From an optimization exercise on the open Yosys and OpenROAD flow, aimed at small area and a short achievable clock period; shortcuts taken in it are not production practice. At most, simulation tests tie the RTL to the original design; equivalence was not proved. The RTL of run 1 was laid out without a check of its function.

==> flow/design.v (outline; a module is shown in full before it is edited, if it fits) <==
// module lms_adapt_filt_4tap: 2143 lines
// module lms_ustep: 72 lines
// module lms_hupd: 8 lines
// module lms_esub: 5 lines
// module lms_nsub: 5 lines
// module lms_fa: 6 lines
// module lms_ha: 6 lines
// module lms_aoi: 5 lines
// module lms_oai: 5 lines
// module lms_aoi21: 5 lines
// module lms_oai21: 5 lines
// module lms_nand: 5 lines
// module lms_nor: 5 lines
// module lms_and: 5 lines
// module lms_ao21: 5 lines
// module lms_xor: 5 lines
// module lms_xnor: 5 lines
// module lms_bpp: 5 lines
module lms_adapt_filt_4tap (clk,rst,xin,din,errr,filt_out);
  // ...
==> flow/flow/run.sh <==
#!/bin/bash
# The standard layout, with buf_1 cells as the port buffers (the timing
# repair upsizes the ones on critical paths).
set -euo pipefail
bash standard.sh "BUFFER_PORTS_ARGS=-buffer_cell sky130_fd_sc_hd__buf_1" finish > standard.log 2>&1
==> flow/standard.sh <==
#!/bin/bash
# synth_recipe.tcl (not shown) runs the flow's synth.tcl, then flattens the netlist and writes it again
# the make line also repeats each setting of config.mk as NAME=value (left out here)
make -C /OpenROAD-flow-scripts/flow DESIGN_CONFIG=/design/flow/config.mk WORK_HOME=/design/flow/orfs CLKGATE_MAP_FILE= SYNTH_SCRIPT=/design/flow/synth_recipe.tcl "${@:-finish}"
==> flow/config.mk <==
export PLATFORM = sky130hd
export DESIGN_NAME = lms_adapt_filt_4tap
export DESIGN_NICKNAME = lms_adapt_filt_4tap
export VERILOG_FILES = /design/flow/design.v
export SDC_FILE = /design/flow/constraint.sdc
export NUM_CORES = 4
export LEC_CHECK = 0
export CAP_MARGIN = 20
export CORE_MARGIN = 2
export CORE_UTILIZATION = 40
export SETUP_SLACK_MARGIN = 5
export SLEW_MARGIN = 20
export SYNTH_HIERARCHICAL = 1
==> flow/constraint.sdc <==
create_clock -name core_clock -period 12.0 [get_ports {clk}]
set_input_delay 2.4000 -clock core_clock [delete_from_list [all_inputs] [get_ports {clk}]]
set_output_delay 2.4000 -clock core_clock [all_outputs]
set_load 0.01 [all_outputs]
==> flow_metrics.env, run 1 <==
export IMPL_status="no timing/DRC/antenna violations"
export IMPL_post_cts_resized=0
export IMPL_num_tap_cells=402
export IMPL_finalHoldViolations=0
export IMPL_r2r_start="q1[3]"
export IMPL_fin_hold_ws_ps=446
export IMPL_grt_antenna_before_repair=0
export IMPL_nMultiInputCombCells=1043
export IMPL_fin_nets=1517
export IMPL_yosys_area_share_adder_pct=24.5
export IMPL_mostFrequentLayoutCells="xor2_1 (413), o22ai_1 (192), fa_1 (127)"
export IMPL_synth_seq_cells=106
export IMPL_synth_area_top_cells="xor2_1 (29%), dfrtp_1 (20%), fa_1 (20%), o22ai_1 (9.5%), ha_1 (4.4%)"
export IMPL_core_area_um2=31400
export IMPL_yosys_warnings=7
export IMPL_finalCritPeriodShare_pct=56.1
export IMPL_fin_area_um2=13700
export IMPL_crit_chain="buf_1, xor2_1, nand2_1, a21oi_1, o2111ai_1, a31oi_1, a22o_1, xor2_1, buf_1"
export IMPL_chipHeight_um=182
export IMPL_multi_input_area_um2=9550
export IMPL_crit_arrival_ps=4330
export IMPL_layout_drive_gt1_share_pct=4.29
export IMPL_relSlewSlack_pct=31.9
export IMPL_grt_util_all_layers_pct=20.2
export IMPL_ys_types=40
export IMPL_first_pass_iters=5
export IMPL_muxShareOfSynthArea_pct=0
export IMPL_clk_pin_slew_ps=80
export IMPL_yosysTopAreaCellShare_pct=28.6
==> run 2: changes to the inputs <==
--- a/flow/design.v
+++ b/flow/design.v
@@ -16,17 +16,17 @@
     wire n4 = ~y[3];
     wire n5 = ~y[4];
     wire n6 = ~y[5];
     wire n7 = ~y[6];
     wire n8 = ~y[7];
     wire n9 = ~y[8];
     wire n10 = ~y[9];
     wire n11_0;
-    lms_xor u11 (n10, din[9], n11_0);
+    lms_xor u11 (din[9], n10, n11_0);
     wire n12 = ~(din[0] ^ n1);
     wire n13 = din[0] | n1;
     wire n14_0;
     lms_xor u14 (din[1], n2, n14_0);
     wire n15 = din[1] & n2;
     wire n16_0;
     lms_xor u16 (din[2], n3, n16_0);
     wire n17 = din[2] & n3;
@@ -122,36 +122,37 @@
     wire n91 = (x4[7] & ~x4[6] & ~x4[5]) | (~x4[7] & x4[6] & x4[5]);
     wire n92 = ~q0[2];
     wire n93 = ~q0[3];
     wire n94 = ~q0[4];
     wire n95 = ~q0[5];
     wire n96_0, n96_1;
     lms_ha u96 (hb0[0], q0[0], n96_0, n96_1);
     wire n97_0, n97_1;
-    lms_fa u97 (hb0[1], q0[1], n93, n97_0, n97_1);
+    lms_fa u97 (hb0[1], q0[1], n96_1, n97_0, n97_1);
     wire n98_0, n98_1;
-    lms_fa u98 (hb0[2], q0[2], n94, n98_0, n98_1);
+    lms_fa u98 (hb0[2], q0[2], n97_1, n98_0, n98_1);
     wire n99_0, n99_1;
     lms_fa u99 (hb0[3], q0[3], n95, n99_0, n99_1);
     wire n100_0, n100_1;
     lms_fa u100 (hb0[4], q0[4], n95, n100_0, n100_1);
     wire n101 = ~hb0[5];
     wire n102 = ~hb0[6];
-    wire n103 = ~hb0[7];
+    wire n103_0;
+    lms_xor u103 (hb0[7], 1'b1, n103_0);
     wire n104_0;
-    lms_xor u104 (n103, hb0[6], n104_0);
+    lms_xor u104 (n103_0, hb0[6], n104_0);
     wire n105 = ~(n92 ^ n96_0);
     wire n106 = n92 | n96_0;
     wire n107_0;
-    lms_xor u107 (n96_1, n97_0, n107_0);
-    wire n108 = n96_1 & n97_0;
+    lms_xor u107 (n93, n97_0, n107_0);
+    wire n108 = n93 & n97_0;
     wire n109_0;
-    lms_xor u109 (n97_1, n98_0, n109_0);
-    wire n110 = n97_1 & n98_0;
+    lms_xor u109 (n94, n98_0, n109_0);
+    wire n110 = n94 & n98_0;
     wire n111_0;
     lms_xor u111 (n98_1, n99_0, n111_0);
     wire n112 = n98_1 & n99_0;
     wire n113_0;
     lms_xor u113 (n99_1, n100_0, n113_0);
     wire n114 = n99_1 & n100_0;
     wire n115_0;
     lms_xor u115 (n100_1, n101, n115_0);
@@ -198,36 +199,37 @@
     wire [7:0] n148 = {n147_0, n146_0, n145_0, n144_0, n143_0, n142_0, n141_0, n105};
     wire n149 = ~q1[2];
     wire n150 = ~q1[3];
     wire n151 = ~q1[4];
     wire n152 = ~q1[5];
     wire n153_0, n153_1;
     lms_ha u153 (hb1[0], q1[0], n153_0, n153_1);
     wire n154_0, n154_1;
-    lms_fa u154 (hb1[1], q1[1], n150, n154_0, n154_1);
+    lms_fa u154 (hb1[1], q1[1], n153_1, n154_0, n154_1);
     wire n155_0, n155_1;
-    lms_fa u155 (hb1[2], q1[2], n151, n155_0, n155_1);
+    lms_fa u155 (hb1[2], q1[2], n154_1, n155_0, n155_1);
     wire n156_0, n156_1;
     lms_fa u156 (hb1[3], q1[3], n152, n156_0, n156_1);
     wire n157_0, n157_1;
     lms_fa u157 (hb1[4], q1[4], n152, n157_0, n157_1);
     wire n158 = ~hb1[5];
     wire n159 = ~hb1[6];
-    wire n160 = ~hb1[7];
+    wire n160_0;
+    lms_xor u160 (hb1[7], 1'b1, n160_0);
     wire n161_0;
-    lms_xor u161 (n160, hb1[6], n161_0);
+    lms_xor u161 (n160_0, hb1[6], n161_0);
     wire n162 = ~(n149 ^ n153_0);
     wire n163 = n149 | n153_0;
     wire n164_0;
-    lms_xor u164 (n153_1, n154_0, n164_0);
-    wire n165 = n153_1 & n154_0;
+    lms_xor u164 (n150, n154_0, n164_0);
+    wire n165 = n150 & n154_0;
     wire n166_0;
-    lms_xor u166 (n154_1, n155_0, n166_0);
-    wire n167 = n154_1 & n155_0;
+    lms_xor u166 (n151, n155_0, n166_0);
+    wire n167 = n151 & n155_0;
     wire n168_0;
     lms_xor u168 (n155_1, n156_0, n168_0);
     wire n169 = n155_1 & n156_0;
     wire n170_0;
     lms_xor u170 (n156_1, n157_0, n170_0);
     wire n171 = n156_1 & n157_0;
     wire n172_0;
     lms_xor u172 (n157_1, n158, n172_0);
@@ -274,36 +276,37 @@
     wire [7:0] n205 = {n204_0, n203_0, n202_0, n201_0, n200_0, n199_0, n198_0, n162};
     wire n206 = ~q2[2];
     wire n207 = ~q2[3];
     wire n208 = ~q2[4];
     wire n209 = ~q2[5];
     wire n210_0, n210_1;
     lms_ha u210 (hb2[0], q2[0], n210_0, n210_1);
     wire n211_0, n211_1;
-    lms_fa u211 (hb2[1], q2[1], n207, n211_0, n211_1);
+    lms_fa u211 (hb2[1], q2[1], n210_1, n211_0, n211_1);
     wire n212_0, n212_1;
-    lms_fa u212 (hb2[2], q2[2], n208, n212_0, n212_1);
+    lms_fa u212 (hb2[2], q2[2], n211_1, n212_0, n212_1);
     wire n213_0, n213_1;
     lms_fa u213 (hb2[3], q2[3], n209, n213_0, n213_1);
     wire n214_0, n214_1;
     lms_fa u214 (hb2[4], q2[4], n209, n214_0, n214_1);
     wire n215 = ~hb2[5];
     wire n216 = ~hb2[6];
-    wire n217 = ~hb2[7];
+    wire n217_0;
+    lms_xor u217 (hb2[7], 1'b1, n217_0);
     wire n218_0;
-    lms_xor u218 (n217, hb2[6], n218_0);
+    lms_xor u218 (n217_0, hb2[6], n218_0);
     wire n219 = ~(n206 ^ n210_0);
     wire n220 = n206 | n210_0;
     wire n221_0;
-    lms_xor u221 (n210_1, n211_0, n221_0);
-    wire n222 = n210_1 & n211_0;
+    lms_xor u221 (n207, n211_0, n221_0);
+    wire n222 = n207 & n211_0;
     wire n223_0;
-    lms_xor u223 (n211_1, n212_0, n223_0);
-    wire n224 = n211_1 & n212_0;
+    lms_xor u223 (n208, n212_0, n223_0);
+    wire n224 = n208 & n212_0;
     wire n225_0;
     lms_xor u225 (n212_1, n213_0, n225_0);
     wire n226 = n212_1 & n213_0;
     wire n227_0;
     lms_xor u227 (n213_1, n214_0, n227_0);
     wire n228 = n213_1 & n214_0;
     wire n229_0;
     lms_xor u229 (n214_1, n215, n229_0);
@@ -350,36 +353,37 @@
     wire [7:0] n262 = {n261_0, n260_0, n259_0, n258_0, n257_0, n256_0, n255_0, n219};
     wire n263 = ~q3[2];
     wire n264 = ~q3[3];
     wire n265 = ~q3[4];
     wire n266 = ~q3[5];
     wire n267_0, n267_1;
     lms_ha u267 (hb3[0], q3[0], n267_0, n267_1);
     wire n268_0, n268_1;
-    lms_fa u268 (hb3[1], q3[1], n264, n268_0, n268_1);
+    lms_fa u268 (hb3[1], q3[1], n267_1, n268_0, n268_1);
     wire n269_0, n269_1;
-    lms_fa u269 (hb3[2], q3[2], n265, n269_0, n269_1);
+    lms_fa u269 (hb3[2], q3[2], n268_1, n269_0, n269_1);
     wire n270_0, n270_1;
     lms_fa u270 (hb3[3], q3[3], n266, n270_0, n270_1);
     wire n271_0, n271_1;
     lms_fa u271 (hb3[4], q3[4], n266, n271_0, n271_1);
     wire n272 = ~hb3[5];
     wire n273 = ~hb3[6];
-    wire n274 = ~hb3[7];
+    wire n274_0;
+    lms_xor u274 (hb3[7], 1'b1, n274_0);
     wire n275_0;
-    lms_xor u275 (n274, hb3[6], n275_0);
+    lms_xor u275 (n274_0, hb3[6], n275_0);
     wire n276 = ~(n263 ^ n267_0);
     wire n277 = n263 | n267_0;
     wire n278_0;
-    lms_xor u278 (n267_1, n268_0, n278_0);
-    wire n279 = n267_1 & n268_0;
+    lms_xor u278 (n264, n268_0, n278_0);
+    wire n279 = n264 & n268_0;
     wire n280_0;
-    lms_xor u280 (n268_1, n269_0, n280_0);
-    wire n281 = n268_1 & n269_0;
+    lms_xor u280 (n265, n269_0, n280_0);
+    wire n281 = n265 & n269_0;
     wire n282_0;
     lms_xor u282 (n269_1, n270_0, n282_0);
     wire n283 = n269_1 & n270_0;
     wire n284_0;
     lms_xor u284 (n270_1, n271_0, n284_0);
     wire n285 = n270_1 & n271_0;
     wire n286_0;
     lms_xor u286 (n271_1, n272, n286_0);
@@ -886,71 +890,71 @@
     lms_xor u589 (n588_0, x3[7], n589_0);
     wire n590_0;
     lms_oai u590 (n534, n584, n531, n585, n590_0);
     wire n591_0;
     lms_xor u591 (n590_0, x3[7], n591_0);
     wire n592_0, n592_1;
     lms_fa u592 (x0[1], x1[1], x2[1], n592_0, n592_1);
     wire n593_0, n593_1;
-    lms_fa u593 (x3[1], n320, n388, n593_0, n593_1);
+    lms_fa u593 (x3[1], n592_0, n320, n593_0, n593_1);
     wire n594_0, n594_1;
-    lms_fa u594 (n456, n524, n592_0, n594_0, n594_1);
+    lms_fa u594 (n388, n456, n524, n594_0, n594_1);
     wire n595_0, n595_1;
-    lms_fa u595 (n592_1, n593_1, n326_0, n595_0, n595_1);
+    lms_fa u595 (n592_1, n326_0, n394_0, n595_0, n595_1);
     wire n596_0, n596_1;
-    lms_fa u596 (n394_0, n462_0, n530_0, n596_0, n596_1);
+    lms_fa u596 (n462_0, n530_0, n593_1, n596_0, n596_1);
     wire n597_0, n597_1;
     lms_ha u597 (n594_1, n595_0, n597_0, n597_1);
     wire n598_0, n598_1;
     lms_fa u598 (x0[3], x1[3], x2[3], n598_0, n598_1);
     wire n599_0, n599_1;
-    lms_fa u599 (x3[3], n349, n417, n599_0, n599_1);
+    lms_fa u599 (x3[3], n598_0, n329_0, n599_0, n599_1);
     wire n600_0, n600_1;
-    lms_fa u600 (n485, n553, n598_0, n600_0, n600_1);
+    lms_fa u600 (n349, n397_0, n417, n600_0, n600_1);
     wire n601_0, n601_1;
-    lms_fa u601 (n329_0, n397_0, n465_0, n601_0, n601_1);
+    lms_fa u601 (n465_0, n485, n533_0, n601_0, n601_1);
     wire n602_0, n602_1;
-    lms_fa u602 (n533_0, n599_0, n600_0, n602_0, n602_1);
+    lms_fa u602 (n553, n595_1, n599_0, n602_0, n602_1);
     wire n603_0, n603_1;
-    lms_fa u603 (n595_1, n596_1, n601_0, n603_0, n603_1);
+    lms_fa u603 (n600_0, n601_0, n597_1, n603_0, n603_1);
     wire n604_0, n604_1;
-    lms_ha u604 (n597_1, n602_0, n604_0, n604_1);
+    lms_ha u604 (n596_1, n602_0, n604_0, n604_1);
     wire n605_0, n605_1;
     lms_fa u605 (n598_1, n332_0, n353_0, n605_0, n605_1);
     wire n606_0, n606_1;
     lms_fa u606 (n400_0, n421_0, n468_0, n606_0, n606_1);
     wire n607_0, n607_1;
     lms_fa u607 (n489_0, n536_0, n557_0, n607_0, n607_1);
     wire n608_0, n608_1;
     lms_fa u608 (n599_1, n600_1, n601_1, n608_0, n608_1);
     wire n609_0, n609_1;
     lms_fa u609 (n605_0, n606_0, n607_0, n609_0, n609_1);
     wire n610_0, n610_1;
-    lms_fa u610 (n602_1, n603_1, n608_0, n610_0, n610_1);
+    lms_fa u610 (n602_1, n608_0, n609_0, n610_0, n610_1);
     wire n611_0, n611_1;
-    lms_ha u611 (n609_0, n604_1, n611_0, n611_1);
+    lms_ha u611 (n603_1, n604_1, n611_0, n611_1);
     wire n612_0, n612_1;
     lms_fa u612 (x0[5], x1[5], x2[5], n612_0, n612_1);
     wire n613_0, n613_1;
-    lms_fa u613 (x3[5], n366, n434, n613_0, n613_1);
+    lms_fa u613 (x3[5], n612_0, n335_0, n613_0, n613_1);
     wire n614_0, n614_1;
-    lms_fa u614 (n502, n570, n612_0, n614_0, n614_1);
+    lms_fa u614 (n355_0, n366, n403_0, n614_0, n614_1);
     wire n615_0, n615_1;
-    lms_fa u615 (n335_0, n355_0, n403_0, n615_0, n615_1);
+    lms_fa u615 (n423_0, n434, n471_0, n615_0, n615_1);
     wire n616_0, n616_1;
-    lms_fa u616 (n423_0, n471_0, n491_0, n616_0, n616_1);
+    lms_fa u616 (n491_0, n502, n539_0, n616_0, n616_1);
     wire n617_0, n617_1;
-    lms_fa u617 (n539_0, n559_0, n613_0, n617_0, n617_1);
+    lms_fa u617 (n559_0, n570, n605_1, n617_0, n617_1);
     wire n618_0, n618_1;
-    lms_fa u618 (n614_0, n605_1, n606_1, n618_0, n618_1);
+    lms_fa u618 (n606_1, n607_1, n613_0, n618_0, n618_1);
     wire n619_0, n619_1;
-    lms_fa u619 (n607_1, n615_0, n616_0, n619_0, n619_1);
+    lms_fa u619 (n614_0, n615_0, n616_0, n619_0, n619_1);
     wire n620_0, n620_1;
-    lms_fa u620 (n617_0, n608_1, n609_1, n620_0, n620_1);
+    lms_fa u620 (n608_1, n609_1, n617_0, n620_0, n620_1);
     wire n621_0, n621_1;
     lms_fa u621 (n618_0, n619_0, n610_1, n621_0, n621_1);
     wire n622_0, n622_1;
     lms_ha u622 (n620_0, n611_1, n622_0, n622_1);
     wire n623_0, n623_1;
     lms_fa u623 (n612_1, n338_0, n357_0, n623_0, n623_1);
     wire n624_0, n624_1;
     lms_fa u624 (n370_0, n406_0, n425_0, n624_0, n624_1);
@@ -960,41 +964,41 @@
     lms_fa u626 (n506_0, n542_0, n561_0, n626_0, n626_1);
     wire n627_0, n627_1;
     lms_fa u627 (n574_0, n613_1, n614_1, n627_0, n627_1);
     wire n628_0, n628_1;
     lms_fa u628 (n615_1, n616_1, n623_0, n628_0, n628_1);
     wire n629_0, n629_1;
     lms_fa u629 (n624_0, n625_0, n626_0, n629_0, n629_1);
     wire n630_0, n630_1;
-    lms_fa u630 (n617_1, n627_0, n618_1, n630_0, n630_1);
+    lms_fa u630 (n617_1, n618_1, n619_1, n630_0, n630_1);
     wire n631_0, n631_1;
-    lms_fa u631 (n619_1, n628_0, n629_0, n631_0, n631_1);
+    lms_fa u631 (n627_0, n628_0, n629_0, n631_0, n631_1);
     wire n632_0, n632_1;
     lms_fa u632 (n620_1, n630_0, n631_0, n632_0, n632_1);
     wire n633_0, n633_1;
     lms_ha u633 (n621_1, n622_1, n633_0, n633_1);
     wire n634_0, n634_1;
     lms_fa u634 (x0[7], x1[7], x2[7], n634_0, n634_1);
     wire n635_0, n635_1;
-    lms_fa u635 (x3[7], n379, n447, n635_0, n635_1);
+    lms_fa u635 (x3[7], n634_0, n341_0, n635_0, n635_1);
     wire n636_0, n636_1;
-    lms_fa u636 (n515, n583, n634_0, n636_0, n636_1);
+    lms_fa u636 (n359_0, n372_0, n379, n636_0, n636_1);
     wire n637_0, n637_1;
-    lms_fa u637 (n341_0, n359_0, n372_0, n637_0, n637_1);
+    lms_fa u637 (n409_0, n427_0, n440_0, n637_0, n637_1);
     wire n638_0, n638_1;
-    lms_fa u638 (n409_0, n427_0, n440_0, n638_0, n638_1);
+    lms_fa u638 (n447, n477_0, n495_0, n638_0, n638_1);
     wire n639_0, n639_1;
-    lms_fa u639 (n477_0, n495_0, n508_0, n639_0, n639_1);
+    lms_fa u639 (n508_0, n515, n545_0, n639_0, n639_1);
     wire n640_0, n640_1;
-    lms_fa u640 (n545_0, n563_0, n576_0, n640_0, n640_1);
+    lms_fa u640 (n563_0, n576_0, n583, n640_0, n640_1);
     wire n641_0, n641_1;
-    lms_fa u641 (n635_0, n636_0, n623_1, n641_0, n641_1);
+    lms_fa u641 (n623_1, n624_1, n625_1, n641_0, n641_1);
     wire n642_0, n642_1;
-    lms_fa u642 (n624_1, n625_1, n626_1, n642_0, n642_1);
+    lms_fa u642 (n626_1, n635_0, n636_0, n642_0, n642_1);
     wire n643_0, n643_1;
     lms_fa u643 (n637_0, n638_0, n639_0, n643_0, n643_1);
     wire n644_0, n644_1;
     lms_fa u644 (n640_0, n627_1, n628_1, n644_0, n644_1);
     wire n645_0, n645_1;
     lms_fa u645 (n629_1, n641_0, n642_0, n645_0, n645_1);
     wire n646_0, n646_1;
     lms_fa u646 (n643_0, n630_1, n631_1, n646_0, n646_1);
@@ -1016,19 +1020,19 @@
     lms_fa u654 (n578_0, n587_0, n635_1, n654_0, n654_1);
     wire n655_0, n655_1;
     lms_fa u655 (n636_1, n637_1, n638_1, n655_0, n655_1);
     wire n656_0, n656_1;
     lms_fa u656 (n639_1, n640_1, n649_0, n656_0, n656_1);
     wire n657_0, n657_1;
     lms_fa u657 (n650_0, n651_0, n652_0, n657_0, n657_1);
     wire n658_0, n658_1;
-    lms_fa u658 (n653_0, n654_0, n641_1, n658_0, n658_1);
+    lms_fa u658 (n653_0, n641_1, n642_1, n658_0, n658_1);
     wire n659_0, n659_1;
-    lms_fa u659 (n642_1, n643_1, n655_0, n659_0, n659_1);
+    lms_fa u659 (n643_1, n654_0, n655_0, n659_0, n659_1);
     wire n660_0, n660_1;
     lms_fa u660 (n656_0, n657_0, n644_1, n660_0, n660_1);
     wire n661_0, n661_1;
     lms_fa u661 (n645_1, n658_0, n659_0, n661_0, n661_1);
     wire n662_0, n662_1;
     lms_fa u662 (n646_1, n660_0, n661_0, n662_0, n662_1);
     wire n663_0, n663_1;
     lms_ha u663 (n647_1, n662_0, n663_0, n663_1);
@@ -1050,17 +1054,17 @@
     lms_fa u671 (n664_0, n665_0, n666_0, n671_0, n671_1);
     wire n672_0, n672_1;
     lms_fa u672 (n667_0, n668_0, n654_1, n672_0, n672_1);
     wire n673_0, n673_1;
     lms_fa u673 (n655_1, n656_1, n657_1, n673_0, n673_1);
     wire n674_0, n674_1;
     lms_fa u674 (n669_0, n670_0, n671_0, n674_0, n674_1);
     wire n675_0, n675_1;
-    lms_fa u675 (n672_0, n658_1, n659_1, n675_0, n675_1);
+    lms_fa u675 (n658_1, n659_1, n672_0, n675_0, n675_1);
     wire n676_0, n676_1;
     lms_fa u676 (n673_0, n674_0, n660_1, n676_0, n676_1);
     wire n677_0, n677_1;
     lms_fa u677 (n661_1, n675_0, n676_0, n677_0, n677_1);
     wire n678_0, n678_1;
     lms_ha u678 (n662_1, n663_1, n678_0, n678_1);
     wire n679_0;
     lms_xor u679 (n348_0, n365_0, n679_0);
@@ -1100,23 +1104,23 @@
     lms_xor u696 (n692_0, n693_0, n696_0);
     wire n697_0;
     lms_xor u697 (n694_0, n669_1, n697_0);
     wire n698_0;
     lms_xor u698 (n670_1, n695_0, n698_0);
     wire n699_0;
     lms_xor u699 (n696_0, n671_1, n699_0);
     wire n700_0;
-    lms_xor u700 (n672_1, n697_0, n700_0);
+    lms_xor u700 (n697_0, n698_0, n700_0);
     wire n701_0;
-    lms_xor u701 (n698_0, n699_0, n701_0);
+    lms_xor u701 (n699_0, n672_1, n701_0);
     wire n702_0;
     lms_xor u702 (n700_0, n673_1, n702_0);
     wire n703_0;
-    lms_xor u703 (n701_0, n674_1, n703_0);
+    lms_xor u703 (n674_1, n701_0, n703_0);
     wire n704_0;
     lms_xor u704 (n702_0, n703_0, n704_0);
     wire n705_0;
     lms_xor u705 (n675_1, n704_0, n705_0);
     wire n706_0;
     lms_xor u706 (n705_0, n676_1, n706_0);
     wire n707_0;
     lms_xor u707 (n706_0, n677_1, n707_0);
@@ -1315,78 +1319,78 @@
     lms_oai u836 (n783, n448, n779, n449, n836_0);
     wire n837_0;
     lms_xor u837 (n836_0, x1[7], n837_0);
     wire n838_0;
     lms_oai u838 (n786, n448, n783, n449, n838_0);
     wire n839_0;
     lms_xor u839 (n838_0, x1[7], n839_0);
     wire n840_0, n840_1;
-    lms_ha u840 (x1[3], n807, n840_0, n840_1);
+    lms_ha u840 (x1[3], n785_0, n840_0, n840_1);
     wire n841_0, n841_1;
-    lms_ha u841 (n840_1, n809_0, n841_0, n841_1);
+    lms_ha u841 (n788_0, n809_0, n841_0, n841_1);
     wire n842_0, n842_1;
-    lms_fa u842 (x1[5], n822, n811_0, n842_0, n842_1);
+    lms_fa u842 (x1[5], n791_0, n811_0, n842_0, n842_1);
     wire n843_0, n843_1;
-    lms_ha u843 (n791_0, n841_1, n843_0, n843_1);
+    lms_ha u843 (n822, n841_1, n843_0, n843_1);
     wire n844_0, n844_1;
-    lms_fa u844 (n824_0, n813_0, n794_0, n844_0, n844_1);
+    lms_fa u844 (n794_0, n813_0, n824_0, n844_0, n844_1);
     wire n845_0, n845_1;
-    lms_ha u845 (n842_1, n843_1, n845_0, n845_1);
+    lms_ha u845 (n842_1, n844_0, n845_0, n845_1);
     wire n846_0, n846_1;
-    lms_fa u846 (x1[7], n833, n826_0, n846_0, n846_1);
+    lms_fa u846 (x1[7], n797_0, n815_0, n846_0, n846_1);
     wire n847_0, n847_1;
-    lms_fa u847 (n815_0, n797_0, n846_0, n847_0, n847_1);
+    lms_fa u847 (n826_0, n833, n844_1, n847_0, n847_1);
     wire n848_0, n848_1;
-    lms_ha u848 (n844_1, n845_1, n848_0, n848_1);
+    lms_ha u848 (n846_0, n845_1, n848_0, n848_1);
     wire n849_0, n849_1;
-    lms_fa u849 (n835_0, n828_0, n800_0, n849_0, n849_1);
+    lms_fa u849 (n800_0, n817_0, n828_0, n849_0, n849_1);
     wire n850_0, n850_1;
-    lms_fa u850 (n817_0, n846_1, n849_0, n850_0, n850_1);
+    lms_fa u850 (n835_0, n846_1, n849_0, n850_0, n850_1);
     wire n851_0, n851_1;
-    lms_ha u851 (n847_1, n848_1, n851_0, n851_1);
+    lms_ha u851 (n847_1, n850_0, n851_0, n851_1);
     wire n852_0, n852_1;
-    lms_fa u852 (n837_0, n830_0, n803_0, n852_0, n852_1);
+    lms_fa u852 (n803_0, n819_0, n830_0, n852_0, n852_1);
     wire n853_0, n853_1;
-    lms_fa u853 (n819_0, n849_1, n852_0, n853_0, n853_1);
+    lms_fa u853 (n837_0, n849_1, n852_0, n853_0, n853_1);
     wire n854_0, n854_1;
     lms_ha u854 (n850_1, n853_0, n854_0, n854_1);
     wire n855_0;
-    lms_xor u855 (n839_0, n821_0, n855_0);
+    lms_xor u855 (n806_0, n821_0, n855_0);
     wire n856_0;
-    lms_xor u856 (n832_0, n806_0, n856_0);
+    lms_xor u856 (n832_0, n839_0, n856_0);
     wire n857_0;
     lms_xor u857 (n855_0, n856_0, n857_0);
     wire n858_0;
     lms_xor u858 (n852_1, n857_0, n858_0);
     wire n859_0;
     lms_xor u859 (n858_0, n853_1, n859_0);
     wire n860_0;
     lms_xor u860 (n859_0, n854_1, n860_0);
     wire n861_0;
     lms_xor u861 (n778, x1[1], n861_0);
     wire n862 = n778 & x1[1];
     wire n863_0;
-    lms_xor u863 (n785_0, n840_0, n863_0);
-    wire n864 = n785_0 & n840_0;
+    lms_xor u863 (n807, n840_0, n863_0);
+    wire n864 = n807 & n840_0;
     wire n865_0;
-    lms_xor u865 (n788_0, n841_0, n865_0);
-    wire n866 = n788_0 & n841_0;
+    lms_xor u865 (n840_1, n841_0, n865_0);
+    wire n866 = n840_1 & n841_0;
     wire n867_0;
     lms_xor u867 (n842_0, n843_0, n867_0);
     wire n868 = n842_0 & n843_0;
     wire n869_0;
-    lms_xor u869 (n844_0, n845_0, n869_0);
-    wire n870 = n844_0 & n845_0;
+    lms_xor u869 (n843_1, n845_0, n869_0);
+    wire n870 = n843_1 & n845_0;
     wire n871_0;
     lms_xor u871 (n847_0, n848_0, n871_0);
     wire n872 = n847_0 & n848_0;
     wire n873_0;
-    lms_xor u873 (n850_0, n851_0, n873_0);
-    wire n874 = n850_0 & n851_0;
+    lms_xor u873 (n848_1, n851_0, n873_0);
+    wire n874 = n848_1 & n851_0;
     wire n875_0;
     lms_xor u875 (n851_1, n854_0, n875_0);
     wire n876 = n851_1 & n854_0;
     wire n877 = n782_0 & n862;
     wire n878 = n782_0 & n861_0;
     wire n879 = n863_0 & n782_0;
     wire n880 = n866 | (n865_0 & n864);
     wire n881 = n865_0 & n863_0;
@@ -1540,78 +1544,78 @@
     lms_oai u975 (n783, n516, n779, n517, n975_0);
     wire n976_0;
     lms_xor u976 (n975_0, x2[7], n976_0);
     wire n977_0;
     lms_oai u977 (n786, n516, n783, n517, n977_0);
     wire n978_0;
     lms_xor u978 (n977_0, x2[7], n978_0);
     wire n979_0, n979_1;
-    lms_ha u979 (x2[3], n946, n979_0, n979_1);
+    lms_ha u979 (x2[3], n931_0, n979_0, n979_1);
     wire n980_0, n980_1;
-    lms_ha u980 (n979_1, n948_0, n980_0, n980_1);
+    lms_ha u980 (n933_0, n948_0, n980_0, n980_1);
     wire n981_0, n981_1;
-    lms_fa u981 (x2[5], n961, n950_0, n981_0, n981_1);
+    lms_fa u981 (x2[5], n935_0, n950_0, n981_0, n981_1);
     wire n982_0, n982_1;
-    lms_ha u982 (n935_0, n980_1, n982_0, n982_1);
+    lms_ha u982 (n961, n980_1, n982_0, n982_1);
     wire n983_0, n983_1;
-    lms_fa u983 (n963_0, n952_0, n937_0, n983_0, n983_1);
+    lms_fa u983 (n937_0, n952_0, n963_0, n983_0, n983_1);
     wire n984_0, n984_1;
-    lms_ha u984 (n981_1, n982_1, n984_0, n984_1);
+    lms_ha u984 (n981_1, n983_0, n984_0, n984_1);
     wire n985_0, n985_1;
-    lms_fa u985 (x2[7], n972, n965_0, n985_0, n985_1);
+    lms_fa u985 (x2[7], n939_0, n954_0, n985_0, n985_1);
     wire n986_0, n986_1;
-    lms_fa u986 (n954_0, n939_0, n985_0, n986_0, n986_1);
+    lms_fa u986 (n965_0, n972, n983_1, n986_0, n986_1);
     wire n987_0, n987_1;
-    lms_ha u987 (n983_1, n984_1, n987_0, n987_1);
+    lms_ha u987 (n985_0, n984_1, n987_0, n987_1);
     wire n988_0, n988_1;
-    lms_fa u988 (n974_0, n967_0, n941_0, n988_0, n988_1);
+    lms_fa u988 (n941_0, n956_0, n967_0, n988_0, n988_1);
     wire n989_0, n989_1;
-    lms_fa u989 (n956_0, n985_1, n988_0, n989_0, n989_1);
+    lms_fa u989 (n974_0, n985_1, n988_0, n989_0, n989_1);
     wire n990_0, n990_1;
-    lms_ha u990 (n986_1, n987_1, n990_0, n990_1);
+    lms_ha u990 (n986_1, n989_0, n990_0, n990_1);
     wire n991_0, n991_1;
-    lms_fa u991 (n976_0, n969_0, n943_0, n991_0, n991_1);
+    lms_fa u991 (n943_0, n958_0, n969_0, n991_0, n991_1);
     wire n992_0, n992_1;
-    lms_fa u992 (n958_0, n988_1, n991_0, n992_0, n992_1);
+    lms_fa u992 (n976_0, n988_1, n991_0, n992_0, n992_1);
     wire n993_0, n993_1;
     lms_ha u993 (n989_1, n992_0, n993_0, n993_1);
     wire n994_0;
-    lms_xor u994 (n978_0, n960_0, n994_0);
+    lms_xor u994 (n945_0, n960_0, n994_0);
     wire n995_0;
-    lms_xor u995 (n971_0, n945_0, n995_0);
+    lms_xor u995 (n971_0, n978_0, n995_0);
     wire n996_0;
     lms_xor u996 (n994_0, n995_0, n996_0);
     wire n997_0;
     lms_xor u997 (n991_1, n996_0, n997_0);
     wire n998_0;
     lms_xor u998 (n997_0, n992_1, n998_0);
     wire n999_0;
     lms_xor u999 (n998_0, n993_1, n999_0);
     wire n1000_0;
     lms_xor u1000 (n927, x2[1], n1000_0);
     wire n1001 = n927 & x2[1];
     wire n1002_0;
-    lms_xor u1002 (n931_0, n979_0, n1002_0);
-    wire n1003 = n931_0 & n979_0;
+    lms_xor u1002 (n946, n979_0, n1002_0);
+    wire n1003 = n946 & n979_0;
     wire n1004_0;
-    lms_xor u1004 (n933_0, n980_0, n1004_0);
-    wire n1005 = n933_0 & n980_0;
+    lms_xor u1004 (n979_1, n980_0, n1004_0);
+    wire n1005 = n979_1 & n980_0;
     wire n1006_0;
     lms_xor u1006 (n981_0, n982_0, n1006_0);
     wire n1007 = n981_0 & n982_0;
     wire n1008_0;
-    lms_xor u1008 (n983_0, n984_0, n1008_0);
-    wire n1009 = n983_0 & n984_0;
+    lms_xor u1008 (n982_1, n984_0, n1008_0);
+    wire n1009 = n982_1 & n984_0;
     wire n1010_0;
     lms_xor u1010 (n986_0, n987_0, n1010_0);
     wire n1011 = n986_0 & n987_0;
     wire n1012_0;
-    lms_xor u1012 (n989_0, n990_0, n1012_0);
-    wire n1013 = n989_0 & n990_0;
+    lms_xor u1012 (n987_1, n990_0, n1012_0);
+    wire n1013 = n987_1 & n990_0;
     wire n1014_0;
     lms_xor u1014 (n990_1, n993_0, n1014_0);
     wire n1015 = n990_1 & n993_0;
     wire n1016 = n929_0 & n1001;
     wire n1017 = n929_0 & n1000_0;
     wire n1018 = n1002_0 & n929_0;
     wire n1019 = n1005 | (n1004_0 & n1003);
     wire n1020 = n1004_0 & n1002_0;
@@ -1765,78 +1769,78 @@
     lms_oai u1114 (n783, n584, n779, n585, n1114_0);
     wire n1115_0;
     lms_xor u1115 (n1114_0, x3[7], n1115_0);
     wire n1116_0;
     lms_oai u1116 (n786, n584, n783, n585, n1116_0);
     wire n1117_0;
     lms_xor u1117 (n1116_0, x3[7], n1117_0);
     wire n1118_0, n1118_1;
-    lms_ha u1118 (x3[3], n1085, n1118_0, n1118_1);
+    lms_ha u1118 (x3[3], n1070_0, n1118_0, n1118_1);
     wire n1119_0, n1119_1;
-    lms_ha u1119 (n1118_1, n1087_0, n1119_0, n1119_1);
+    lms_ha u1119 (n1072_0, n1087_0, n1119_0, n1119_1);
     wire n1120_0, n1120_1;
-    lms_fa u1120 (x3[5], n1100, n1089_0, n1120_0, n1120_1);
+    lms_fa u1120 (x3[5], n1074_0, n1089_0, n1120_0, n1120_1);
     wire n1121_0, n1121_1;
-    lms_ha u1121 (n1074_0, n1119_1, n1121_0, n1121_1);
+    lms_ha u1121 (n1100, n1119_1, n1121_0, n1121_1);
     wire n1122_0, n1122_1;
-    lms_fa u1122 (n1102_0, n1091_0, n1076_0, n1122_0, n1122_1);
+    lms_fa u1122 (n1076_0, n1091_0, n1102_0, n1122_0, n1122_1);
     wire n1123_0, n1123_1;
-    lms_ha u1123 (n1120_1, n1121_1, n1123_0, n1123_1);
+    lms_ha u1123 (n1120_1, n1122_0, n1123_0, n1123_1);
     wire n1124_0, n1124_1;
-    lms_fa u1124 (x3[7], n1111, n1104_0, n1124_0, n1124_1);
+    lms_fa u1124 (x3[7], n1078_0, n1093_0, n1124_0, n1124_1);
     wire n1125_0, n1125_1;
-    lms_fa u1125 (n1093_0, n1078_0, n1124_0, n1125_0, n1125_1);
+    lms_fa u1125 (n1104_0, n1111, n1122_1, n1125_0, n1125_1);
     wire n1126_0, n1126_1;
-    lms_ha u1126 (n1122_1, n1123_1, n1126_0, n1126_1);
+    lms_ha u1126 (n1124_0, n1123_1, n1126_0, n1126_1);
     wire n1127_0, n1127_1;
-    lms_fa u1127 (n1113_0, n1106_0, n1080_0, n1127_0, n1127_1);
+    lms_fa u1127 (n1080_0, n1095_0, n1106_0, n1127_0, n1127_1);
     wire n1128_0, n1128_1;
-    lms_fa u1128 (n1095_0, n1124_1, n1127_0, n1128_0, n1128_1);
+    lms_fa u1128 (n1113_0, n1124_1, n1127_0, n1128_0, n1128_1);
     wire n1129_0, n1129_1;
-    lms_ha u1129 (n1125_1, n1126_1, n1129_0, n1129_1);
+    lms_ha u1129 (n1125_1, n1128_0, n1129_0, n1129_1);
     wire n1130_0, n1130_1;
-    lms_fa u1130 (n1115_0, n1108_0, n1082_0, n1130_0, n1130_1);
+    lms_fa u1130 (n1082_0, n1097_0, n1108_0, n1130_0, n1130_1);
     wire n1131_0, n1131_1;
-    lms_fa u1131 (n1097_0, n1127_1, n1130_0, n1131_0, n1131_1);
+    lms_fa u1131 (n1115_0, n1127_1, n1130_0, n1131_0, n1131_1);
     wire n1132_0, n1132_1;
     lms_ha u1132 (n1128_1, n1131_0, n1132_0, n1132_1);
     wire n1133_0;
-    lms_xor u1133 (n1117_0, n1099_0, n1133_0);
+    lms_xor u1133 (n1084_0, n1099_0, n1133_0);
     wire n1134_0;
-    lms_xor u1134 (n1110_0, n1084_0, n1134_0);
+    lms_xor u1134 (n1110_0, n1117_0, n1134_0);
     wire n1135_0;
     lms_xor u1135 (n1133_0, n1134_0, n1135_0);
     wire n1136_0;
     lms_xor u1136 (n1130_1, n1135_0, n1136_0);
     wire n1137_0;
     lms_xor u1137 (n1136_0, n1131_1, n1137_0);
     wire n1138_0;
     lms_xor u1138 (n1137_0, n1132_1, n1138_0);
     wire n1139_0;
     lms_xor u1139 (n1066, x3[1], n1139_0);
     wire n1140 = n1066 & x3[1];
     wire n1141_0;
-    lms_xor u1141 (n1070_0, n1118_0, n1141_0);
-    wire n1142 = n1070_0 & n1118_0;
+    lms_xor u1141 (n1085, n1118_0, n1141_0);
+    wire n1142 = n1085 & n1118_0;
     wire n1143_0;
-    lms_xor u1143 (n1072_0, n1119_0, n1143_0);
-    wire n1144 = n1072_0 & n1119_0;
+    lms_xor u1143 (n1118_1, n1119_0, n1143_0);
+    wire n1144 = n1118_1 & n1119_0;
     wire n1145_0;
     lms_xor u1145 (n1120_0, n1121_0, n1145_0);
     wire n1146 = n1120_0 & n1121_0;
     wire n1147_0;
-    lms_xor u1147 (n1122_0, n1123_0, n1147_0);
-    wire n1148 = n1122_0 & n1123_0;
+    lms_xor u1147 (n1121_1, n1123_0, n1147_0);
+    wire n1148 = n1121_1 & n1123_0;
     wire n1149_0;
     lms_xor u1149 (n1125_0, n1126_0, n1149_0);
     wire n1150 = n1125_0 & n1126_0;
     wire n1151_0;
-    lms_xor u1151 (n1128_0, n1129_0, n1151_0);
-    wire n1152 = n1128_0 & n1129_0;
+    lms_xor u1151 (n1126_1, n1129_0, n1151_0);
+    wire n1152 = n1126_1 & n1129_0;
     wire n1153_0;
     lms_xor u1153 (n1129_1, n1132_0, n1153_0);
     wire n1154 = n1129_1 & n1132_0;
     wire n1155 = n1068_0 & n1140;
     wire n1156 = n1068_0 & n1139_0;
     wire n1157 = n1141_0 & n1068_0;
     wire n1158 = n1144 | (n1143_0 & n1142);
     wire n1159 = n1143_0 & n1141_0;
@@ -1998,78 +2002,78 @@
     lms_oai u1261 (n783, n1257, n779, n1258, n1261_0);
     wire n1262_0;
     lms_xor u1262 (n1261_0, x4[7], n1262_0);
     wire n1263_0;
     lms_oai u1263 (n786, n1257, n783, n1258, n1263_0);
     wire n1264_0;
     lms_xor u1264 (n1263_0, x4[7], n1264_0);
     wire n1265_0, n1265_1;
-    lms_ha u1265 (x4[3], n1226, n1265_0, n1265_1);
+    lms_ha u1265 (x4[3], n1211_0, n1265_0, n1265_1);
     wire n1266_0, n1266_1;
-    lms_ha u1266 (n1265_1, n1230_0, n1266_0, n1266_1);
+    lms_ha u1266 (n1213_0, n1230_0, n1266_0, n1266_1);
     wire n1267_0, n1267_1;
-    lms_fa u1267 (x4[5], n1243, n1232_0, n1267_0, n1267_1);
+    lms_fa u1267 (x4[5], n1215_0, n1232_0, n1267_0, n1267_1);
     wire n1268_0, n1268_1;
-    lms_ha u1268 (n1215_0, n1266_1, n1268_0, n1268_1);
+    lms_ha u1268 (n1243, n1266_1, n1268_0, n1268_1);
     wire n1269_0, n1269_1;
-    lms_fa u1269 (n1247_0, n1234_0, n1217_0, n1269_0, n1269_1);
+    lms_fa u1269 (n1217_0, n1234_0, n1247_0, n1269_0, n1269_1);
     wire n1270_0, n1270_1;
-    lms_ha u1270 (n1267_1, n1268_1, n1270_0, n1270_1);
+    lms_ha u1270 (n1267_1, n1269_0, n1270_0, n1270_1);
     wire n1271_0, n1271_1;
-    lms_fa u1271 (x4[7], n1256, n1249_0, n1271_0, n1271_1);
+    lms_fa u1271 (x4[7], n1219_0, n1236_0, n1271_0, n1271_1);
     wire n1272_0, n1272_1;
-    lms_fa u1272 (n1236_0, n1219_0, n1271_0, n1272_0, n1272_1);
+    lms_fa u1272 (n1249_0, n1256, n1269_1, n1272_0, n1272_1);
     wire n1273_0, n1273_1;
-    lms_ha u1273 (n1269_1, n1270_1, n1273_0, n1273_1);
+    lms_ha u1273 (n1271_0, n1270_1, n1273_0, n1273_1);
     wire n1274_0, n1274_1;
-    lms_fa u1274 (n1260_0, n1251_0, n1221_0, n1274_0, n1274_1);
+    lms_fa u1274 (n1221_0, n1238_0, n1251_0, n1274_0, n1274_1);
     wire n1275_0, n1275_1;
-    lms_fa u1275 (n1238_0, n1271_1, n1274_0, n1275_0, n1275_1);
+    lms_fa u1275 (n1260_0, n1271_1, n1274_0, n1275_0, n1275_1);
     wire n1276_0, n1276_1;
-    lms_ha u1276 (n1272_1, n1273_1, n1276_0, n1276_1);
+    lms_ha u1276 (n1272_1, n1275_0, n1276_0, n1276_1);
     wire n1277_0, n1277_1;
-    lms_fa u1277 (n1262_0, n1253_0, n1223_0, n1277_0, n1277_1);
+    lms_fa u1277 (n1223_0, n1240_0, n1253_0, n1277_0, n1277_1);
     wire n1278_0, n1278_1;
-    lms_fa u1278 (n1240_0, n1274_1, n1277_0, n1278_0, n1278_1);
+    lms_fa u1278 (n1262_0, n1274_1, n1277_0, n1278_0, n1278_1);
     wire n1279_0, n1279_1;
     lms_ha u1279 (n1275_1, n1278_0, n1279_0, n1279_1);
     wire n1280_0;
-    lms_xor u1280 (n1264_0, n1242_0, n1280_0);
+    lms_xor u1280 (n1225_0, n1242_0, n1280_0);
     wire n1281_0;
-    lms_xor u1281 (n1255_0, n1225_0, n1281_0);
+    lms_xor u1281 (n1255_0, n1264_0, n1281_0);
     wire n1282_0;
     lms_xor u1282 (n1280_0, n1281_0, n1282_0);
     wire n1283_0;
     lms_xor u1283 (n1277_1, n1282_0, n1283_0);
     wire n1284_0;
     lms_xor u1284 (n1283_0, n1278_1, n1284_0);
     wire n1285_0;
     lms_xor u1285 (n1284_0, n1279_1, n1285_0);
     wire n1286_0;
     lms_xor u1286 (n1205, x4[1], n1286_0);
     wire n1287 = n1205 & x4[1];
     wire n1288_0;
-    lms_xor u1288 (n1211_0, n1265_0, n1288_0);
-    wire n1289 = n1211_0 & n1265_0;
+    lms_xor u1288 (n1226, n1265_0, n1288_0);
+    wire n1289 = n1226 & n1265_0;
     wire n1290_0;
-    lms_xor u1290 (n1213_0, n1266_0, n1290_0);
-    wire n1291 = n1213_0 & n1266_0;
+    lms_xor u1290 (n1265_1, n1266_0, n1290_0);
+    wire n1291 = n1265_1 & n1266_0;
     wire n1292_0;
     lms_xor u1292 (n1267_0, n1268_0, n1292_0);
     wire n1293 = n1267_0 & n1268_0;
     wire n1294_0;
-    lms_xor u1294 (n1269_0, n1270_0, n1294_0);
-    wire n1295 = n1269_0 & n1270_0;
+    lms_xor u1294 (n1268_1, n1270_0, n1294_0);
+    wire n1295 = n1268_1 & n1270_0;
     wire n1296_0;
     lms_xor u1296 (n1272_0, n1273_0, n1296_0);
     wire n1297 = n1272_0 & n1273_0;
     wire n1298_0;
-    lms_xor u1298 (n1275_0, n1276_0, n1298_0);
-    wire n1299 = n1275_0 & n1276_0;
+    lms_xor u1298 (n1273_1, n1276_0, n1298_0);
+    wire n1299 = n1273_1 & n1276_0;
     wire n1300_0;
     lms_xor u1300 (n1276_1, n1279_0, n1300_0);
     wire n1301 = n1276_1 & n1279_0;
     wire n1302 = n1209_0 & n1287;
     wire n1303 = n1209_0 & n1286_0;
     wire n1304 = n1288_0 & n1209_0;
     wire n1305 = n1291 | (n1290_0 & n1289);
     wire n1306 = n1290_0 & n1288_0;
==> flow_metrics.env, run 2 <==
export IMPL_hpwl_um=25100
export IMPL_start_kind="flop"
export IMPL_grt_pass1_vias=9902
export IMPL_grt_util_all_layers_pct=20.2
export IMPL_layout_drive_gt1_share_pct=5.33
export IMPL_holdPathStages=0
export IMPL_crit_buf_inv=1
export IMPL_fin_hold_ws_ps=444
export IMPL_grt_max_degree=62
export IMPL_yosys_warnings=7
export IMPL_setup_tns_ps=0
export IMPL_status="no timing/DRC/antenna violations"
export IMPL_core_area_um2=31600
export IMPL_crit_arrival_ps=7040
export IMPL_io_pins=40
export IMPL_worst_slack_ps=5200
export IMPL_holdBufCountCts=0
export IMPL_required_ps=12240
export IMPL_path_class="reg -> reg"
export IMPL_ys_types=48
export IMPL_clk_latency_ps=360
export IMPL_cts_max_level=3
export IMPL_final_common_cell="xor2_1"
export IMPL_clock_root_buffer="clkbuf_16"
export IMPL_rsz0062_at_grt="true"
export IMPL_place_congestion=0.864
export IMPL_synthArstFlopShare_pct=100
export IMPL_post_route_drc_count=0
export IMPL_chipHeight_um=183
export IMPL_fin_nets=1537
export IMPL_synth_cells=1299
export IMPL_grt_use_met3_pct=2.76
export IMPL_syn_avg_cell_area_um2=9.88
export IMPL_wl_per_cell_um=18.8
export IMPL_worst_pin_slew_ps=1050
export IMPL_grt_overflow_total=0
export IMPL_cp_common_cell="fa_1"
export IMPL_clk_path_buf_depth=2
export IMPL_grt_first_pass_wirelength_um=53600
export IMPL_numCtsBuffers=9
export IMPL_cp_top_family="adder cells"
export IMPL_drt_total_wl_um=32900
export IMPL_synth_top_cell_by_area="xor2_1"
export IMPL_ant_nets=0
export IMPL_hold_path_class="reg -> reg"
export IMPL_layout_min_cycle_time_ps=6800
export IMPL_diodes=0
export IMPL_grt_antenna_before_repair=0
export IMPL_slowest_stage="fa_1"
export IMPL_drtIter0Drc=668
export IMPL_io_buffers=39
export IMPL_start_util_pct=40.7
export IMPL_fin_skew_ps=13.2
export IMPL_cts_tree="yes"
export IMPL_avgViaCountPerCell=5.51
export IMPL_top_register="y"
export IMPL_cpPeakStageDelay_ps=570
export IMPL_place_ws_ps=4960
export IMPL_yosysTopAreaCellShare_pct=28.1
export IMPL_synth_edf_count=0
export IMPL_relSlewSlack_pct=29.3
export IMPL_synth_area_top_cells="xor2_1 (28%), dfrtp_1 (20%), fa_1 (20%), o22ai_1 (9.4%), ha_1 (4.4%)"
export IMPL_drv_slew=0
export IMPL_grt_busiest_layer="met2"
export IMPL_largest_reg_flops=10
export IMPL_clock_sinks=106
export IMPL_max_freq_mhz=147
export IMPL_final_util_pct=44.0
export IMPL_clk_pin_slew_ps=70
export IMPL_grtUsageMet1_pct=27.4
export IMPL_cap_violations=0
export IMPL_area_growth_pct=8.16
export IMPL_final_setup_viol_count=0
export IMPL_critical_path_cell_count=21
export IMPL_cp_max_fo=4
export IMPL_mostFrequentLayoutCells="xor2_1 (404), o22ai_1 (190), fa_1 (125)"
export IMPL_syn_area_um2=12800
export IMPL_placementRows=65
export IMPL_yosysMostFrequentCell="xor2_1"
export IMPL_met2_usage_pct=34.3
export IMPL_r2r_cells=21
export IMPL_first_pass_iters=6
export IMPL_die_area_um2=33500
export IMPL_finalCritPeriodShare_pct=56.6
export IMPL_crit_chain="ha_1, fa_1, fa_1, xor2_1, a22o_1, a311o_1, a21o_1, xor2_2, inv_1, o22ai_1, xor2_1, fa_1, fa_2, fa_1, fa_1, fa_1, ha_1, xor2_1, a22o_1, a22o_1, xor2_1"
export IMPL_synth_seq_cells=106
export IMPL_synth_seq_area_share_pct=20.7
export IMPL_vias=9645
export IMPL_worstSetupEndpointType="flop"
export IMPL_synthTopCellsByCount="xor2_1 (412), o22ai_1 (192), fa_1 (127)"
export IMPL_ys_flop_type="dfrtp_1"
export IMPL_die_width_um=183
export IMPL_finalHoldViolations=0
run 2: cell count changes in the layout (fill, tap and decap cells not counted), moves of 7 or more:
| cell | change |
|---|---|
| o21ai_0 | +9 |
| a32o_1 | -7 |
| inv_1 | -8 |
| buf_4 | -8 |
| nand2_1 | +29 |
| xor2_2 | +10 |
| xor2_1 | -9 |
run 2: final cells by class:
| class | count | area (µm²) |
|---|---|---|
| fill | 3007 | 17700 |
| multi-input combinational | 1074 | 9780 |
| sequential | 106 | 2660 |
| tap | 402 | 503 |
| inverter | 97 | 367 |
| timing repair buffer | 57 | 282 |
| clock buffer | 14 | 264 |
| clock inverter | 2 | 35.0 |
run 2: timing repair:
item | 4_1_cts | 5_1_grt
gates resized for setup | 2 | 14
pin swaps | 0 | 10
setup endpoints to repair | 1 | 6
setup buffers | 0 | 2
run 2: cells by family (layout without fill, tap and decap cells):
kind of cell,Yosys count,after routing,share of synthesized area [%]
compound gates,298,298,15.4
xor+xnor,437,437,30.0
fa+ha+maj,172,172,24.2
buf+inv,122,170,3.93
flops,106,106,20.7
other cells,1,4,0.0292
simple gates,163,163,5.74
run 2: through the flow:
stage | area [µm²] | std cells
after floorplan | 12800 | 1302
after global placement | 13500 | 1734
after detailed placement | 13500 | 1734
after CTS | 13800 | 1750
after global routing | 13900 | 1752
final | 13900 | 1752
run 2: modules after synthesis (local to each module, per instance):
| module | area, µm² | flops+latches | cells | copies in the design |
|---|---|---|---|---|
| lms_ha | 12.5 | 0 | 1 | 40 |
| lms_fa | 20.0 | 0 | 1 | 127 |
| lms_xor | 8.76 | 0 | 1 | 394 |
| lms_adapt_filt_4tap | 5140 | 106 | 546 | 1 |
| lms_oai | 6.26 | 0 | 1 | 192 |
run 2: worst paths after layout:
path / startpoint / endpoint / slack [ps]
max in group asynchronous: rst / x1[1] / 8660
worst min register to register: x1[6] / x2[6] / 440
min in group asynchronous: rst / q1[3] / 2120
worst max-delay path: q2[0] / y[9] / 5200
worst min-delay path: x1[6] / x2[6] / 440
worst max register to register: q2[0] / y[9] / 5200
run 2: worst reg2reg max path, cell delays in order, from the launching register on:
cell     delay [ps]
dfrtp_1         380
ha_1            190
fa_1            380
fa_1            480
xor2_1          200
a22o_1          230
a311o_1         350
a21o_1          240
xor2_2          260
inv_1           140
o22ai_1         190
xor2_1          230
fa_1            480
fa_2            400
fa_1            570
fa_1            430
fa_1            440
ha_1            320
xor2_1          190
a22o_1          220
a22o_1          220
xor2_1          150
run 2: routing by layer:
metal  part of all wire [%]  vias up
met3                    4.7       38
met4                    2.0        0
met5                      0        -
met2                     49      279
li1                       -     4529
met1                     45     4799

[re-timing with driven ports]
The results above use ideal ports. As a check the final layouts listed here were re-extracted and re-timed, cells and wires unchanged.
Step 1 sets driving cells, clkbuf_16 on the clock port and buf_2 on the other inputs (assumed; they add their load-dependent delay and slew).
Step 2, shift: input delay + t, output delay - t, t = (earliest + latest rising clock arrival at the registers) / 2. This alone moves slack from input paths to output paths.
a / b / c = ideal ports / drivers / drivers and shift; a / b = the first two.
run	shift t [ns]	slack for setup (ns)	hold slack, ns	slew at the worst register clock pin (ns)	pins driven straight from the clock port
run 1	0.410	5.273 / 5.250 / 5.003	0.446 / 0.446 / 0.446	0.08 / 0.08	1
run 2	0.401	5.205 / 5.205 / 4.890	0.444 / 0.444 / 0.444	0.08 / 0.08	1
After both steps every run listed still meets setup and hold. The setup slack of run 2, which loses most, moves by 0.000 ns with the drivers and by -0.315 ns with both steps.
